Background: an optimization exercise with open tools, aiming at small area and a short achievable clock period. Do not read the settings as production practice. Function was not checked in any run shown here: the RTL went through the layout flow alone. Power figures rest on the tool's default switching activity, not on a simulated workload.

`design/flow/constraint.sdc`:
```
create_clock -name core_clock -period 10.0 [get_ports {clk}]
set_input_delay 2.0000 -clock core_clock [delete_from_list [all_inputs] [get_ports {clk}]]
set_output_delay 2.0000 -clock core_clock [all_outputs]
set_load 0.01 [all_outputs]
```
`design/flow/config.mk`:
```
export PLATFORM = sky130hd
export DESIGN_NAME = pipelined_fpadder
export DESIGN_NICKNAME = pipelined_fpadder
export VERILOG_FILES = /design/flow/design.v
export SDC_FILE = /design/flow/constraint.sdc
export NUM_CORES = 4
export LEC_CHECK = 0
export ABC_AREA = 1
export CAP_MARGIN = 20
export CORE_MARGIN = 2
export CORE_UTILIZATION = 40
export SLEW_MARGIN = 20
export SYNTH_HIERARCHICAL = 1
```
`design/flow/standard.sh`:
```
#!/bin/bash
# synth_recipe.tcl (not shown) runs the flow's synth.tcl, then flattens the netlist and writes it again
# the make line also repeats each setting of config.mk as NAME=value (left out here)
make -C /OpenROAD-flow-scripts/flow DESIGN_CONFIG=/design/flow/config.mk WORK_HOME=/design/flow/orfs CLKGATE_MAP_FILE= SYNTH_SCRIPT=/design/flow/synth_recipe.tcl "${@:-finish}"
```
`design/flow/flow/run.sh`:
```
#!/bin/bash
# The standard layout (standard.sh, its own synthesis script and
# registers), with two changes to how the layout is made:
# - plain buffers on the ports in place of the delay cells buffer_ports picks
#   by default (every port still gets its buffer);
# - no full/half adder cells in synthesis (ADDER_MAP_FILE empty), so abc maps
#   the arithmetic as plain logic and can restructure it;
# - timing repair aims at 5 ns of setup slack.
set -euo pipefail
export BUFFER_PORTS_ARGS="-buffer_cell sky130_fd_sc_hd__buf_2"
bash standard.sh ADDER_MAP_FILE= SETUP_SLACK_MARGIN=5 finish > standard_make.log 2>&1
```
`design/flow/design.v`:
```
`timescale 1ns / 1ps
module fadd_align (a,b,sub,s_is_nan,s_is_inf,sign,temp_exp,
op_sub,large_frac23,small_win,small_sticky,shift_lo);
	input [31:0] a,b;
	input sub;
	output s_is_nan, s_is_inf, sign, op_sub;
	output [7:0] temp_exp;
	output [22:0] large_frac23;
	output [25:0] small_win;      
	output shift_lo;              
	output small_sticky;          
	wire [7:0] ea = a[30:23], eb = b[30:23];
	wire a_ff = &ea, b_ff = &eb;
	wire a_f0 = ~|a[22:0], b_f0 = ~|b[22:0];
	wire a_inf = a_ff & a_f0, b_inf = b_ff & b_f0;
	wire a_nan = a_ff & ~a_f0, b_nan = b_ff & ~b_f0;
	assign op_sub = sub ^ a[31] ^ b[31];
	assign s_is_inf = a_inf | b_inf;
	assign s_is_nan = a_nan | b_nan | (op_sub & a_inf & b_inf);
	wire pay_b = b[21:0] > a[21:0];
	wire exchange = (b[30:22] > a[30:22]) | (b[30:22] == a[30:22]) & pay_b;
	wire x = s_is_nan ? pay_b : exchange;
	wire [30:0] fp_large = x ? b[30:0] : a[30:0];
	wire [30:0] fp_small = x ? a[30:0] : b[30:0];
	assign sign = x ? sub ^ b[31] : a[31];
	assign temp_exp = s_is_nan ? 8'd1 : fp_large[30:23];
	assign large_frac23 = fp_large[22:0];
	wire [23:0] small24 = s_is_nan ? 24'h0 : {|fp_small[30:23], fp_small[22:0]};
	wire [7:0] fa = {ea[7:1], ea[0] | ~|ea};
	wire [7:0] fb = {eb[7:1], eb[0] | ~|eb};
	wire [8:0] d1 = {1'b0, fa} - {1'b0, fb};
	wire [7:0] d2 = fb - fa;
	wire [7:0] d = d1[8] ? d2 : d1[7:0];
	wire sat = |d[7:5];
	wire [49:0] y = {small24, 26'h0} >> {d[4:1], 1'b0};
	assign shift_lo = d[0];
	assign small_win = sat ? 26'h0 : y[49:24];
	wire [23:0] po;
	assign po[0] = small24[0];
	genvar i;
	generate
		for (i = 1; i < 24; i = i + 1) begin : por
			assign po[i] = po[i-1] | small24[i];
		end
	endgenerate
	wire [31:0] q = {{6{po[23]}}, po[22:0], 3'b000};
	assign small_sticky = sat ? po[23] : q[d[4:0]];
endmodule
`timescale 1ns / 1ps
module reg_align_cal (a_rm,a_is_nan,a_is_inf,a_sign,a_exp,
a_op_sub,a_large_frac,a_small_win,a_small_sticky,clk,clrn,e,
c_rm,c_is_nan,c_is_inf,c_sign,c_exp,c_op_sub,c_large_frac,c_small_win,
c_small_sticky,c_valid,a_shift_lo,c_shift_lo);  
	input [25:0] a_small_win;
	input [22:0] a_large_frac;
	input [7:0] a_exp;
	input [1:0] a_rm;
	input a_is_nan, a_is_inf, a_sign, a_op_sub, a_small_sticky, a_shift_lo;
	input e;  
	input clk, clrn;  
	output reg [25:0] c_small_win;
	output reg [22:0] c_large_frac;
	output reg [7:0] c_exp;
	output reg [1:0] c_rm;
	output reg c_is_nan,c_is_inf,c_sign,c_op_sub,c_small_sticky;
	output reg c_valid;
	output reg c_shift_lo;
	always @ (posedge clk or negedge clrn) begin
		if (!clrn) c_valid <= 0;
		else if (e) c_valid <= 1'b1;
	end
	always @ (posedge clk) begin
		if (e) begin
			c_rm <= a_rm;
			c_is_nan <= a_is_nan;
			c_is_inf <= a_is_inf;
			c_sign <= a_sign;
			c_exp <= a_exp;
			c_op_sub <= a_op_sub;
			c_large_frac <= a_large_frac;
			c_small_win <= a_small_win;
			c_small_sticky <= a_small_sticky;
			c_shift_lo <= a_shift_lo;
		end
	end
endmodule
`timescale 1ns / 1ps
module fadd_cal (op_sub,temp_exp,large_frac23,small_win,
small_sticky,shift_lo,valid,frac,grs,sh);
	input op_sub;
	input [7:0] temp_exp;
	input [22:0] large_frac23;
	input [25:0] small_win;
	input small_sticky;
	input shift_lo;
	input valid;            
	output [23:0] frac;     
	output [1:0] grs;       
	output [4:0] sh;        
	wire [26:0] small27 = {shift_lo ? {1'b0, small_win[25:1]} : small_win, small_sticky};
	wire [27:0] large28 = {1'b0, |temp_exp, large_frac23, 3'b000};
	wire [27:0] cal;
	fadd_add28 adder (large28, {1'b0, small27} ^ {28{op_sub}}, op_sub, cal);
	wire [7:0] ee = {temp_exp[7:1], temp_exp[0] | ~|temp_exp};
	wire [27:0] marker = (ee <= 8'd27) ? (28'h8000000 >> ee) : 28'h0;
	wire [27:0] m = cal | marker;
	wire [4:0] lz;
	fadd_lzc32 lzc ({m, 4'h0}, lz);
	wire [4:0] sh = valid ? lz : 5'd31;
	wire [27:0] nrm = cal << sh;
	assign frac = nrm[27:4];
	assign grs = {nrm[3], |nrm[2:1]};
endmodule
module fadd_add28 (x, y, ci, sum);
	input [27:0] x, y;
	input ci;
	output [27:0] sum;
	wire [31:0] g [0:5];
	wire [31:0] p [0:5];
	assign g[0] = {3'b0, x & y, ci};
	assign p[0] = {3'b0, x ^ y, 1'b0};
	genvar l, i;
	generate
		for (l = 0; l < 5; l = l + 1) begin : lv
			for (i = 0; i < 32; i = i + 1) begin : nd
				if ((i >> l) & 1) begin : c
					assign g[l+1][i] = g[l][i] | p[l][i] & g[l][((i >> l) << l) - 1];
					assign p[l+1][i] = p[l][i] & p[l][((i >> l) << l) - 1];
				end else begin : k
					assign g[l+1][i] = g[l][i];
					assign p[l+1][i] = p[l][i];
				end
			end
		end
	endgenerate
	assign sum = (x ^ y) ^ g[5][27:0];
endmodule
module fadd_lzc32 (x, lz);
	input [31:0] x;
	output [4:0] lz;
	wire [31:0] v [0:5];
	wire [4:0] c [0:5][0:31];
	genvar l, i;
	generate
		for (i = 0; i < 32; i = i + 1) begin : leaf
			assign v[0][i] = x[i];
			assign c[0][i] = 5'd0;
		end
		for (l = 1; l <= 5; l = l + 1) begin : lv
			for (i = 0; i < (32 >> l); i = i + 1) begin : nd
				wire hv = v[l-1][2*i+1];
				assign v[l][i] = hv | v[l-1][2*i];
				assign c[l][i] = hv ? c[l-1][2*i+1] : (c[l-1][2*i] | (5'd1 << (l-1)));
			end
			for (i = (32 >> l); i < 32; i = i + 1) begin : pad
				assign v[l][i] = 1'b0;
				assign c[l][i] = 5'd0;
			end
		end
	endgenerate
	assign lz = c[5][0];
endmodule
`timescale 1ns / 1ps
module reg_cal_norm (c_rm,c_is_nan,c_is_inf,c_sign,c_exp,c_sh,c_frac,c_grs,c_valid,
clk,clrn,e,n_rm,n_is_nan,n_is_inf,n_sign,n_exp,n_sh,n_frac,n_grs);  
	input [23:0] c_frac;
	input [1:0] c_grs;
	input [7:0] c_exp;
	input [4:0] c_sh;
	input [1:0] c_rm;
	input c_is_nan, c_is_inf, c_sign, c_valid;
	input e;  
	input clk, clrn;  
	output reg [23:0] n_frac;
	output reg [1:0] n_grs;
	output reg [7:0] n_exp;
	output reg [4:0] n_sh;
	output reg [1:0] n_rm;
	output reg n_is_nan,n_is_inf,n_sign;
	always @ (posedge clk or negedge clrn) begin
		if (!clrn) begin
			n_is_nan <= 0;
			n_is_inf <= 0;
			n_sign <= 0;
			n_frac <= 0;
			n_grs <= 0;
		end else if (e) begin
			n_is_nan <= c_is_nan & c_valid;
			n_is_inf <= c_is_inf & c_valid;
			n_sign <= c_sign & c_valid;
			n_frac <= c_frac;
			n_grs <= c_grs;
		end
	end
	always @ (posedge clk) begin
		if (e) begin
			n_rm <= c_rm;
			n_exp <= c_exp;
			n_sh <= c_sh;
		end
	end
endmodule
`timescale 1ns / 1ps
module fadd_norm (rm,is_nan,is_inf,sign,temp_exp,sh,frac,grs,s);
	input [1:0] rm;
	input is_nan, is_inf, sign;
	input [7:0] temp_exp;
	input [4:0] sh;
	input [23:0] frac;
	input [1:0] grs;
	output [31:0] s;
	wire g = grs[1], st = grs[0];
	wire [7:0] exp0 = temp_exp + 8'd1 - {3'b0, sh};  
	wire frac_plus_1 =
		~rm[1] & ~rm[0] & g & (st | frac[0]) |
		~rm[1] &  rm[0] & (g | st) & sign |
		 rm[1] & ~rm[0] & (g | st) & ~sign;
	wire [31:0] pa [0:5];
	assign pa[0] = {9'h0, frac[22:0]};
	genvar l, i;
	generate
		for (l = 0; l < 5; l = l + 1) begin : lv
			for (i = 0; i < 32; i = i + 1) begin : nd
				if ((i >> l) & 1) begin : c
					assign pa[l+1][i] = pa[l][i] & pa[l][((i >> l) << l) - 1];
				end else begin : p
					assign pa[l+1][i] = pa[l][i];
				end
			end
		end
	endgenerate
	wire [22:0] ones = pa[5][22:0];
	wire [22:0] fr_inc = frac[22:0] ^ ({ones[21:0], 1'b1} & {23{frac_plus_1}});
	wire carry = frac_plus_1 & ones[22];
	wire e_ff = &exp0;
	wire e_fe = &exp0[7:1] & ~exp0[0];
	wire [7:0] eo;   
	assign eo[0] = 1'b1;
	generate
		for (i = 1; i < 8; i = i + 1) begin : eon
			assign eo[i] = &exp0[i-1:0];
		end
	endgenerate
	wire [7:0] exp_inc = exp0 ^ (eo & {8{carry}});
	wire [7:0] exponent = frac[23] ? exp_inc : 8'h00;
	wire overflow = frac[23] & (e_ff | e_fe & carry);
	wire to_max = rm[1] & rm[0] | ~rm[1] & rm[0] & ~sign | rm[1] & ~rm[0] & sign;
	assign s = is_nan   ? {1'b1, 8'hff, 1'b1, fr_inc[21:0]} :
	           overflow ? (to_max ? {sign, 8'hfe, 23'h7fffff} : {sign, 8'hff, 23'h0}) :
	           is_inf   ? {sign, 8'hff, 23'h0} :
	                      {sign, exponent, fr_inc};
endmodule
`timescale 1ns / 1ps
module pipelined_fpadder (a,b,sub,rm,s,clk,clrn,e);  
	input clk, clrn;  
	input [31:0] a, b;  
	input [1:0] rm;  
	input sub;  
	input e;  
	output [31:0] s;  
	wire a_is_nan, a_is_inf, a_sign, a_op_sub, a_small_sticky, a_shift_lo;
	wire [7:0] a_exp;
	wire [22:0] a_large_frac;
	wire [25:0] a_small_win;
	fadd_align alignment (a,b,sub,a_is_nan,a_is_inf,a_sign,a_exp,a_op_sub,
	a_large_frac,a_small_win,a_small_sticky,a_shift_lo);
	wire c_is_nan, c_is_inf, c_sign, c_op_sub, c_small_sticky, c_shift_lo;
	wire [7:0] c_exp;
	wire c_valid;
	wire [1:0] c_rm;
	wire [22:0] c_large_frac;
	wire [25:0] c_small_win;
	reg_align_cal reg_ac (rm,a_is_nan,a_is_inf,a_sign,a_exp,a_op_sub,
	a_large_frac,a_small_win,a_small_sticky,clk,clrn,e,
	c_rm,c_is_nan,c_is_inf,c_sign,c_exp,c_op_sub,c_large_frac,c_small_win,
	c_small_sticky,c_valid,a_shift_lo,c_shift_lo);
	wire [23:0] c_frac;
	wire [1:0] c_grs;
	wire [4:0] c_sh;
	fadd_cal calculation (c_op_sub,c_exp,c_large_frac,c_small_win,
	c_small_sticky,c_shift_lo,c_valid,c_frac,c_grs,c_sh);
	wire [23:0] n_frac;
	wire [1:0] n_grs;
	wire [7:0] n_exp;
	wire [4:0] n_sh;
	wire [1:0] n_rm;
	wire n_is_nan, n_is_inf, n_sign;
	reg_cal_norm reg_cn (c_rm,c_is_nan,c_is_inf,c_sign,c_exp,c_sh,c_frac,c_grs,c_valid,
	clk,clrn,e,n_rm,n_is_nan,n_is_inf,n_sign,n_exp,n_sh,n_frac,n_grs);
	fadd_norm normalization (n_rm,n_is_nan,n_is_inf,n_sign,n_exp,n_sh,n_frac,n_grs,s);
endmodule
```
==> results by group, run 1 <==
Setup path
  – Critical-path top delay cell: o31ai_1
  – CP Data Required Time: 10.19 ns
  – Critical Path Sink Type: register
  – Startpoint class of the critical path: input port
  – Critical-path maximum fanout: 32
  – WS Path Type: input port to register
  – CP max stage delay: 0.56 ns
  – Worst-case reg-to-reg path depth: 38
  – Reg-to-reg slack, setup: 5.30 ns
  – Reg-to-reg endpoint: reg_cn.n_frac[20]
  – Origin of the critical flop-to-flop path: reg_ac.c_shift_lo
  – Crit-path cells: buf_2 > inv_1 > nand4_1 > o21bai_2 > nand2_1 > a21oi_2 > o21ai_2 > nand2_2 > nand2_4 > inv_2 > o21ai_1 > nand2_4 > inv_2 > o31ai_1 > nor2_1 > nor3_1
  – Critical Path AT: about 5.0 ns

Global routing
  – Gr usage total: 0.2388
  – First-pass GRT wire length: a little under 70 mm
  – Initial antenna violation count: 0
  – Number of global-route vias before repair: 13.46k
  – Largest net degree at the start of global routing: 64
  – Total gr overflow: 0

Final layout
  – Area added between synthesis and finish: 12.20%
  – Commonest non-fill, non-tap cell in the layout: nand2_1
  – Post-route cell area: between 0.015 and 0.02 mm2
  – Area of the multi-input gates: between 0.008 and 0.009 mm2
  – Nets: 2445
  – Fillers: 3642
  – Sequential cell area: 0.003154 mm2
  – Most frequent cells in the layout: 828 x nand2_1, 266 x nand3_1, 253 x inv_1, 202 x nor2_1, 100 x buf_2
  – Fraction of layout cells with a size suffix above 1: 0.1571
  – Number of diodes: 0

CTS
  – Clock root cell: clkbuf_16
  – Sink Count: 110
  – Worst skew pair latency: about 0.37 ns
  – Clock tree buffer depth: 2
  – CTS Hold Bufs: 0
  – Htree depth: 3
  – CTS clk-pin slew, worst paths: 0.08 ns
  – TritonCTS buffer count: 9
  – CTS tree: done

Routing
  – Post-Route WL: 42.44 mm
  – Initial DRC count: 1129
  – ANT nets after route: 0
  – DR vias: 14.34k
  – DR pass1 iterations: 5
  – Routed wire per std cell: 15.01 um
  – Routed vias/inst: 5.069
  – # DRC: 0

Logic synthesis
  – Post-synthesis sequential area ratio: 0.2351
  – Mapped Area: around 0.013 mm2
  – Distinct cells, synth: 62
  – Synth top area cells: nand2_1 23%, edfxtp_1 18%, nand3_1 10%
  – Post-synth top area share: 0.2342
  – FF+latch count, synth: 110
  – Synth area leader: nand2_1
  – Synthesis warning total: 11
  – Post-synth top flop: edfxtp_1
  – Cells after Synth: about 2.3k
  – Async S/R FF share, synth: 0.2727
  – Synth Area per Inst: between 5 and 6 um2
  – Post-synth EDFFs: 80

Power
  – Static Leakage: 7.957 nW
  – Peak supply drop: ~0.11 mV
  – Pwr Density: 243.2 mW/mm2

Min path
  – Hold path depth: 0
  – Hold endpoint: reg_cn.n_rm[0]
  – Worst Hold Class: register to register
  – Hold Startpoint: reg_ac.c_rm[0]

Die
  – DIE WIDTH: 187.1 um
  – Placement row count: 67
  – Initial Utilization: 0.4030
  – DIE HEIGHT: 187.1 um
  – Core Box Area: 0.03328 mm2
  – Die area: 0.03501 mm2
  – I/O pin total: 102

Status
  – Status: no timing/DRC/antenna violations

Timing
  – Hold_ws: 0.4240 ns
  – Fin crit share: 0.4801
  – Fmax: 0.2083 GHz
  – Number of setup violations in the final report: 0
  – Setup TNS Final: 0 ns
  – Tmin final: approximately 4.8 ns
  – Max_slew headroom: 0.4416
  – Clock skew: 0.008239 ns
  – Unrepaired setup endpoints after global routing: false
  – Least-Margin Pin Slew: approximately 0.84 ns
  – Pins Over Slew Limit: 0
  – Final-report hold violation count: 0

Flow run
  – Max_cap viols: 0

Place
  – # port buffers: 101
  – DP Wirelength: 33.65 mm
  – DP Area: 0.01409 mm2
  – Routability Congestion: 0.9585
==> critical path, delay by kind of cell <==
kind | cells | cell delay (ns)
AOI/OAI and AO/OA | 5 | 1.22
and+or+nand+nor | 7 | 1.17
buffers and inverters | 4 | 0.58
==> where the power goes <==
part / total [mW] / leakage (nW) / switching, mW / internal [mW]
registers: 0.694 / 1.14 / 0.0943 / 0.600
logic: 2.58 / 6.66 / 1.73 / 0.845
clock network: 0.388 / 0.160 / 0.185 / 0.203
total: 3.66 / 7.96 / 2.01 / 1.65
==> Yosys stat by module, one instance, submodules excluded, a selection <==
module,flip-flops and latches,cell area (um2),times used,cells
reg_cal_norm,44,1558,1,138
fadd_cal,0,2587,1,562
fadd_add28,0,1478,1,319
fadd_align,0,3762,1,787
fadd_norm,0,1567,1,320
fadd_lzc32,0,473.0,1,100
reg_align_cal,66,1988,1,69
==> through the flow <==
| stage | setup WS [ns] | total power, mW | instances | utilization |
|---|---|---|---|---|
| 6_report | 5.199 | 3.660 | 2828 | 0.4522 |
| 5_1_grt | 4.977 | 4.023 | 2828 | 0.4522 |
| 4_1_cts | 5.001 | 3.472 | 2801 | 0.4370 |
| 3_5_place_dp | 3.515 | 3.045 | 2782 | 0.4232 |
| 3_3_place_gp | 3.530 | 3.037 | 2782 | 0.4232 |
| 2_1_floorplan | 5.778 | 2.473 | 2307 | - |
==> flip-flops by register name, summed over array words and instances, names as in the netlist, 2 cells and up <==
| register | cells |
|---|---|
| reg_ac.c_rm | 2 |
| reg_ac.c_exp | 8 |
| reg_cn.n_frac | 24 |
| reg_cn.n_rm | 2 |
| reg_ac.c_large_frac | 23 |
| reg_cn.n_exp | 8 |
| reg_cn.n_grs | 2 |
| reg_ac.c_small_win | 26 |
| reg_cn.n_sh | 5 |
==> layer usage <==
metal / track usage / wire, um / up-vias
met1: 0.2841 / 17530 / 6369
met4: 0.1364 / 2443 / 0
li1: - / - / 7412
met3: 0.02139 / 1982 / 119
met5: 0 / 0 / -
met2: 0.4221 / 20490 / 435
==> cells by family after synthesis <==
kind of cell,count (synthesis),synth area share
flops,110,0.2351
buf+inv,391,0.1235
compound gates,232,0.09888
xor+xnor,79,0.05215
other cells,1,0.0002796
simple gates,1478,0.4862
mux,4,0.003918
==> worst max-delay path by stage <==
stage / start / end / slack [ns] / cells past startpoint
floorplan: a[27] / reg_ac.c_small_sticky / 5.78 / 23
global placement: reg_ac.c_shift_lo / reg_cn.n_frac[20] / 3.53 / 38
detailed placement: reg_ac.c_shift_lo / reg_cn.n_frac[22] / 3.51 / 38
CTS: b[29] / reg_ac.c_small_win[12] / 5.00 / 16
global route: reg_ac.c_shift_lo / reg_cn.n_frac[22] / 4.98 / 34
finish: b[29] / reg_ac.c_small_win[12] / 5.20 / 16
==> area by class of cell <==
class	instances	share of cell area
repair inverters	2	0.0008314
well taps	448	0.03725
repair buffers	126	0.05138
multi-input cells	1813	0.5971
clock buffers	9	0.01497
clock inverters	7	0.006817
inverters	313	0.08206
flip-flops and latches	110	0.2096
==> Yosys cell counts, drive strengths merged, types with 5 or more instances <==
| library cell | number |
|---|---|
| nand4 | 22 |
| xor2 | 59 |
| inv | 307 |
| xnor2 | 20 |
| buf | 58 |
| o21a | 5 |
| nand3 | 285 |
| nand2 | 884 |
| dfrtp | 30 |
| nor2 | 255 |
| o211ai | 5 |
| o22ai | 10 |
| edfxtp | 80 |
| and2 | 5 |
| clkbuf | 20 |
| o21ai | 122 |
| nor3 | 18 |
| clkinv | 6 |
| a21oi | 69 |
| a211oi | 5 |
==> repair_timing <==
item                                    CTS  global route
gates cloned                              3             7
hold endpoints to repair                  0             0
setup buffers                             0            20
resized for setup                        25            60
endpoints found under the setup margin   54            77
pin swaps                                 2            13
==> run 2: changes to the inputs <==
==> design/flow/flow/run.sh (replaced) <==
#!/bin/bash
# The standard layout (standard.sh, its own synthesis script and
# registers), with two changes to how the layout is made:
# - plain buffers on the ports in place of the delay cells buffer_ports picks
#   by default (every port still gets its buffer);
# - no full/half adder cells in synthesis (ADDER_MAP_FILE empty), so abc maps
#   the arithmetic as plain logic and can restructure it;
# - timing repair aims at 5.2 ns of setup slack.
set -euo pipefail
export BUFFER_PORTS_ARGS="-buffer_cell sky130_fd_sc_hd__buf_2"
bash standard.sh ADDER_MAP_FILE= SETUP_SLACK_MARGIN=5.2 finish > standard_make.log 2>&1
==> results by group, run 2 <==
Place
  – Dpl ws: 3.515 ns
  – Routability Congestion: between 0.9 and 1
  – # port buffers: 101
  – DP Wirelength: approximately 34 mm

Die
  – DIE WIDTH: 187.1 um
  – Placement row count: 67
  – Initial Utilization: 0.4030
  – I/O pin total: slightly above 100
  – Die area: approximately 0.035 mm2
  – DIE HEIGHT: 187.1 um
  – Core Box Area: approximately 0.033 mm2

Logic synthesis
  – Post-synthesis sequential area ratio: 0.2351
  – Async S/R FF share, synth: 0.2727
  – Synth top area cells: nand2_1 23%, edfxtp_1 18%, nand3_1 10%
  – Distinct cells, synth: 62
  – Cells after Synth: 2295
  – Most common cell in the synthesized netlist: nand2_1
  – Synthesis warning total: 11
  – Synth area leader: nand2_1
  – Post-synth EDFFs: 80
  – Commonest cells post-synth: 837 x nand2_1, 271 x nand3_1, 258 x inv_1
  – FF+latch count, synth: 110
  – Post-synth top area share: 0.2342
  – Post-synth top flop: edfxtp_1
  – Synth Area per Inst: 5.844 um2
  – Mapped Area: 0.01341 mm2

Final layout
  – Area added between synthesis and finish: 21.43%
  – Sequential cell area: around 0.0032 mm2
  – Number of diodes: 0
  – Fraction of layout cells with a size suffix above 1: 0.2313
  – Reg with most FFs: reg_ac.c_small_win
  – Commonest non-fill, non-tap cell in the layout: nand2_1
  – Nets: between 2k and 2.5k
  – Top flop regs: reg_ac.c_small_win: 26 flops, reg_cn.n_frac: 24 flops, reg_ac.c_large_frac: 23 flops
  – Most frequent cells in the layout: 790 x nand2_1, 243 x inv_1, 218 x nand3_1, 183 x nor2_1, 98 x buf_2
  – Max reg flops: 26
  – Core Util, Final: 0.4894
  – Area of the multi-input gates: approximately 0.0098 mm2
  – Fillers: 3528

Timing
  – Clock skew: 0.009166 ns
  – Setup TNS Final: 0 ns
  – Pins Over Slew Limit: 0
  – PnR worst setup slack: about 5.3 ns
  – Hold_ws: 0.4240 ns
  – Tmin final: between 4 and 5 ns
  – Fmax: ~0.21 GHz
  – Fin crit share: 0.4717
  – Final-report hold violation count: 0
  – Max_slew headroom: 0.2423
  – Least-Margin Pin Slew: ~1.1 ns
  – Number of setup violations in the final report: 0
  – Unrepaired setup endpoints after global routing: true

Setup path
  – Critical Path AT: approximately 2.7 ns
  – Reg-to-reg slack, setup: 5.39 ns
  – Critical Path Sink Type: output port
  – Critical-path top delay cell: edfxtp_1
  – Crit-path cells: nand2_1 > nand2_2 > nor2_4 > nand2_4 > nor2_8 > nand3_4 > nor2_4 > nand3_2 > a21oi_4 > nand3_4 > nor2_4 > nand2_4 > nand2_1 > buf_2
  – Origin of the critical flop-to-flop path: reg_ac.c_shift_lo
  – Critical-path maximum fanout: 6
  – Critical Path Most Common Cell: nor2_4
  – CP max stage delay: 0.49 ns
  – Worst-case reg-to-reg path depth: 38
  – CP top delay family: simple AND/OR/NAND/NOR gates
  – Reg-to-reg endpoint: reg_cn.n_frac[20]
  – Buf/Inv on CP: 1
  – CP Data Required Time: 8.00 ns
  – Startpoint class of the critical path: register
  – Crit path launch: reg_cn.n_rm[1]
  – WS Path Type: register to output port

Power
  – Pwr Density: ~250 mW/mm2
  – Combinational Power Share: 0.737
  – Switch share: 0.5511
  – P_sw: roughly 2.3 mW
  – Static Leakage: 8.374 nW
  – Tot Pwr: about 4.1 mW
  – Int Pwr: 1.847 mW
  – Clock power frac: 0.094
  – Peak supply drop: 0.1316 mV
  – Reg power frac: 0.169

Routing
  – DR vias: 14.93k
  – # DRC: 0
  – Initial DRC count: 1142
  – Routed wire per std cell: 15.87 um
  – DR pass1 iterations: 6
  – ANT nets after route: 0
  – Post-Route WL: ~46 mm
  – Routed vias/inst: 5.179

Min path
  – Hold path depth: 0
  – Hold endpoint: reg_cn.n_rm[0]
  – Worst Hold Class: register to register
  – Hold Startpoint: reg_ac.c_rm[0]

CTS
  – Clock root cell: clkbuf_16
  – TritonCTS buffer count: 9
  – Sink Count: 110
  – Htree depth: 3
  – Worst skew pair latency: 0.37 ns
  – CTS clk-pin slew, worst paths: 0.08 ns
  – Clock tree buffer depth: 2
  – CTS tree: done

Flow run
  – Max_cap viols: 0

Global routing
  – Initial antenna violation count: 0
  – Number of global-route vias before repair: 13.54k
  – First-pass GRT wire length: about 68 mm
  – Total gr overflow: 0
  – Largest net degree at the start of global routing: 64
  – Gr usage total: 0.2422

Status
  – Status: no timing/DRC/antenna violations
## run 2: cell count changes in the layout (fill, tap and decap cells not counted), sizes merged
cell and change:
buf +39, nand2 +9, inv +4, clkinv -2
nand3 +2, clkbuf +1, clkinvlp +1
## run 2: kinds of logic after synthesis
logic type / Yosys count / synth area share
compound gates: 232 / 0.09888
xor+xnor: 79 / 0.05215
buf+inv: 391 / 0.1235
flops: 110 / 0.2351
mux: 4 / 0.003918
other cells: 1 / 0.0002796
simple gates: 1478 / 0.4862
## run 2: worst max-delay path by stage
stage	slack, ns	depth (start not counted)	to
2_1_floorplan	5.78	23	reg_ac.c_small_sticky
3_3_place_gp	3.53	38	reg_cn.n_frac[20]
3_5_place_dp	3.51	38	reg_cn.n_frac[22]
4_1_cts	5.19	35	reg_cn.n_frac[20]
5_1_grt	5.11	35	reg_cn.n_frac[10]
6_report	5.28	14	s[19]
## run 2: worst register-to-register path, delay by kind of cell (launching register included)
| family | cells | cell delay (ns) |
|---|---|---|
| buf+inv | 7 | 0.83 |
| simple gates | 28 | 2.64 |
| compound gates | 2 | 0.45 |
| xor+xnor | 1 | 0.14 |
| flops | 1 | 0.45 |
## run 2: power by group through the flow
stage	Sequential (mW)	Combinational [mW]	Clock, mW
final	0.694	3.03	0.388
after global routing	0.710	3.33	0.415
after CTS	0.694	2.41	0.398
after detailed placement	0.704	2.34	0
after global placement	0.703	2.33	0
after floorplan	0.672	1.80	0
## run 2: Yosys stat by module, one instance, submodules excluded, excerpt
| module | copies in the design | cells inside | flip-flops and latches |
|---|---|---|---|
| fadd_align | 1 | 787 | 0 |
| fadd_lzc32 | 1 | 100 | 0 |
| reg_cal_norm | 1 | 138 | 44 |
| fadd_cal | 1 | 562 | 0 |
| reg_align_cal | 1 | 69 | 66 |
| fadd_norm | 1 | 320 | 0 |
| fadd_add28 | 1 | 319 | 0 |
## run 2: per-layer routing
layer / GRT usage / part of all wire / vias up
li1: - / - / 7531
met1: 0.2881 / 0.39 / 6639
met2: 0.4294 / 0.48 / 576
met3: 0.02045 / 0.056 / 179
met4: 0.1374 / 0.073 / 0
met5: 0 / 0 / -
## run 2: area by class of cell
cell class / count / share of cell area
multi-input cells: 1824 / 0.6001
flip-flops and latches: 110 / 0.1937
inverters: 313 / 0.07751
repair buffers: 166 / 0.07098
well taps: 448 / 0.03442
clock buffers: 9 / 0.01383
clock inverters: 7 / 0.006299
repair inverters: 5 / 0.003073
## run 2: metrics by stage
stage / cells / cell area, um2
2_1_floorplan: 2307 / 13460
3_3_place_gp: 2782 / 14090
3_5_place_dp: 2782 / 14090
4_1_cts: 2808 / 14630
5_1_grt: 2882 / 16290
6_report: 2882 / 16290
## run 2: what timing repair did
| action | CTS | global route |
|---|---|---|
| endpoints found under the setup margin | 57 | 83 |
| cloned | 8 | 17 |
| pin swaps | 4 | 64 |
| resized for setup | 34 | 244 |
| hold buffers | 0 | 0 |
| setup buffers | 2 | 57 |

-- separate check: timing with driven ports --
How much do the figures lean on ideal ports? The routed layouts below were timed once more, with nothing changed but the port constraints. Step 1 (the two cells are an assumption about what drives the block):
set clk [get_ports {clk}]
set_driving_cell -lib_cell sky130_fd_sc_hd__clkbuf_16 $clk
set_driving_cell -lib_cell sky130_fd_sc_hd__buf_2 [delete_from_list [all_inputs] $clk]
Step 2 adds t to the input delays and takes it off the output delays; t is the mean of the earliest and latest rising clock arrival at the registers after step 1. Input paths then give back, and output paths get back, about the clock's delay inside the block. a / b / c = no drivers / after step 1 / after step 2; a / b = the first two.
run | t, ns | setup slack, ns | worst register clock-pin slew, ns
run 1 | 0.416 | 5.199 / 5.232 / 4.815 | 0.08 / 0.08
run 2 | 0.418 | 5.283 / 5.231 / 5.016 | 0.08 / 0.08
After both steps setup and hold are still met in every run listed. For run 1, which loses most, drivers alone change the setup slack by +0.033 ns; drivers and shift together by -0.384 ns.
